This design comes from an exercise in tuning for small area and few clock cycles per item on the open sky130 flow, not from production work.
Only simulation tests tie the RTL to the original design; equivalence was not proved.

## DCSformer
module DCSformer(
	clk,
	rst_n,
	i_valid,
	w_valid,
	i_data,
	w_data,
	w_ready,
	o_valid,
	o_data
);
input               clk, rst_n, i_valid, w_valid;
input         [7:0] i_data, w_data;
output logic        w_ready, o_valid;
output logic [31:0] o_data;
logic [6:0] icnt;    
logic       evt1;    
logic       evt;     
logic       pre;     
logic       act;     
logic [7:0] actm;    
logic [4:0] ost;     
logic       clr;     
logic       hi6;     
logic       lo6;     
wire act_n = act ? (ost != 5'd23) : pre;
always_ff @(posedge clk, negedge rst_n) begin
	if (!rst_n) begin
		icnt    <= '0;
		evt1    <= 1'b0;
		evt     <= 1'b0;
		pre     <= 1'b0;
		w_ready <= 1'b0;
		act     <= 1'b0;
		actm    <= '0;
		ost     <= '0;
		o_valid <= 1'b0;
		clr     <= 1'b1;
		hi6     <= 1'b0;
		lo6     <= 1'b0;
	end else begin
		if (i_valid) icnt <= icnt + 7'd1;
		clr     <= (icnt[3:0] == 4'd0);
		evt1    <= i_valid && (icnt[3:0] == 4'd15);
		evt     <= evt1;
		w_ready <= evt1 && (icnt == 7'd0);
		pre     <= w_valid && !pre && !act;
		act     <= act_n;
  ...
Size: roughly 6,000 cells after synthesis, roughly 54 I/O pins.
export LEC_CHECK = 0
export CAP_MARGIN = 0
export CORE_MARGIN = 2
export CORE_UTILIZATION = 55
export CTS_CLUSTER_DIAMETER = 80
export CTS_CLUSTER_SIZE = 24
export SLEW_MARGIN = 0
create_clock -name core_clock -period 6.0 [get_ports {clk}]
standard.sh (not shown) runs the stock make flow with config.mk's settings and CLKGATE_MAP_FILE= SYNTH_SCRIPT=/design/flow/synth_recipe.tcl, a recipe that flattens the netlist after the stock synthesis.
==> flow/flow/run.sh <==
#!/bin/bash
# Own flow: the standard synthesis, then flow/bubble.py removes inverters
# around full adders in the synthesized netlist (a full adder is self-dual, so
# it can be implemented in complemented form), then the standard layout
# from that netlist. Each step logs to its own file in this folder.
set -euo pipefail
R=orfs/results/${FLOW_PLATFORM}/DCSformer/base
bash standard.sh synth > synth.log 2>&1
cp "$R/1_2_yosys.v" "$R/1_2_yosys.std.v"
python3 flow/bubble.py "$R/1_2_yosys.std.v" "$R/1_2_yosys.v" > bubble.log 2>&1
rm -f "$R/1_synth.odb" "$R/1_synth.sdc"
bash standard.sh > layout.log 2>&1
Other scripts of this flow, unchanged in this note and not shown: flow/flow/bubble.py
The starting point completed without violations.
Testbench counts at the start, summed over its fixed seeds: cycles 29,944, items 192.
Rerun with:
- CORE_UTILIZATION: 55 -> 62
=>
- The changed run finished clean
- maximum frequency falls slightly
- non-clock buffer count falls by 9
- via count rises slightly
- worst hold slack gets worse by 0.012 ns
- cell count falls by a few percent
- die area falls by roughly a tenth
- final area falls slightly
- setup slack gets worse by 0.082 ns
- wire length falls by a few percent
Rerun with:
- CORE_UTILIZATION: 62 -> 58
The new run ran to the end with no violations.
Via count decreases slightly.
Wire length is higher slightly.
First-iteration DRC count decreases by a little under a tenth.
Final area increases slightly.
Global-route usage is lower by 1.6 points.
Area after synthesis is unchanged.
Rerun with:
- CORE_UTILIZATION: 58 -> 55
- CTS_CLUSTER_DIAMETER: 80 -> 85
- CTS_CLUSTER_SIZE: 24 -> 28
Count of clock-buffer cells in the layout goes down by 26.
Worst setup slack improved by 0.034 ns.
Hold slack improved by 0.019 ns.

---

build 9:
DCSformer, a different RTL version from the one above (not shown whole).
Size: roughly 6,500 cells after synthesis, roughly 2,000 flip-flops, roughly 54 I/O pins, ~0.083 sq mm of cells after synthesis.
==> flow/config.mk <==
export PLATFORM = sky130hd
export DESIGN_NAME = DCSformer
export DESIGN_NICKNAME = DCSformer
export VERILOG_FILES = /design/flow/design.v
export SDC_FILE = /design/flow/constraint.sdc
export NUM_CORES = 4
export LEC_CHECK = 0
export CAP_MARGIN = 0
export CORE_MARGIN = 2
export CORE_UTILIZATION = 55
export CTS_CLUSTER_DIAMETER = 70
export CTS_CLUSTER_SIZE = 32
export SLEW_MARGIN = 0
==> flow/constraint.sdc <==
create_clock -name core_clock -period 6.0 [get_ports {clk}]
set_input_delay 1.2000 -clock core_clock [delete_from_list [all_inputs] [get_ports {clk}]]
set_output_delay 1.2000 -clock core_clock [all_outputs]
set_load 0.01 [all_outputs]
run.sh (not shown) runs the stock make flow with config.mk's settings and CLKGATE_MAP_FILE= SYNTH_SCRIPT=/design/flow/synth_recipe.tcl, a recipe that flattens the netlist after the stock synthesis.
Stock flow here: none of the scripts above is used.
Testbench counts of build 9, summed over its fixed seeds: cycles 29,944, items 192.
Input changes introduced in build 32 (baseline for comparison: build 9):
diff --git a/flow/config.mk b/flow/config.mk
--- a/flow/config.mk
+++ b/flow/config.mk
@@ -11,2 +11,2 @@
-export CTS_CLUSTER_DIAMETER = 70
-export CTS_CLUSTER_SIZE = 32
+export CTS_CLUSTER_DIAMETER = 80
+export CTS_CLUSTER_SIZE = 24
==> run summary <==
Per the comparison of build 32 with build 9, global-route wire length before repair barely changed, die area barely changed, via count barely changed, maximum frequency climbed 0.36%. Build 32 vs. build 9: fraction of standard cell area that is sequential went up by 0.38 points. Between build 9 and build 32, the difference in post-detailed-routing wire length is negligible.
The inputs of build 2 differ from those of build 32 as listed below.
diff --git a/flow/config.mk b/flow/config.mk
--- a/flow/config.mk
+++ b/flow/config.mk
@@ -11,2 +10,0 @@
-export CTS_CLUSTER_DIAMETER = 80
-export CTS_CLUSTER_SIZE = 24
[summary]
- Build 32 → build 2: minimum clock period after layout saw an increase, wire length per cell after detailed routing saw a decrease, net count reported at finish saw an increase.
- Build 2 vs build 32: relative area change from synthesis to final layout up
- Clock slew seen by the registers of the worst setup and hold paths sits lower in build 2 than in build 32.
- Diff build 2..build 32 | final weighted congestion in routability-driven placement | negligible
- Library cell contributing the largest single delay on the critical path: sky130_fd_sc_hd__dfrtp_4 -> build 2, sky130_fd_sc_hd__fa_1 -> build 32

-- re-timing with driven ports --
The results above use ideal ports. As a check the final layouts listed here were re-extracted and re-timed, cells and wires unchanged. Step 1 (the two cells are an assumption about what drives the block):
set clk [get_ports {clk}]
set_driving_cell -lib_cell sky130_fd_sc_hd__clkbuf_16 $clk
set_driving_cell -lib_cell sky130_fd_sc_hd__buf_2 [delete_from_list [all_inputs] $clk]
Step 2 also shifts input and output timing later by t, the mid clock arrival at the registers, as if the neighbouring blocks saw the same clock. Slacks: no drivers / after step 1 / after step 2; pairs: no drivers / after step 1.
run | shift t [ns] | setup slack, ns | worst slew at a driven data input, ns | cell pins on the clock port's net
the first run of note 1 | 0.827 | 0.193 / 0.193 / 0.193 | 0.04 | 1
the second run of note 1 | 0.824 | 0.112 / 0.112 / 0.112 | 0.04 | 1
the third run of note 1 | 0.845 | 0.164 / 0.164 / 0.164 | 0.03 | 1
the fourth run of note 1 | 0.837 | 0.198 / 0.198 / 0.198 | 0.04 | 1
build 9 | 0.845 | 0.138 / 0.138 / 0.138 | 0.03 | 1
build 32 | 0.862 | 0.159 / 0.159 / 0.159 | 0.03 | 1
build 2 | 0.889 | 0.135 / 0.135 / 0.135 | 0.03 | 1
After both steps setup and hold are still met in every run listed.
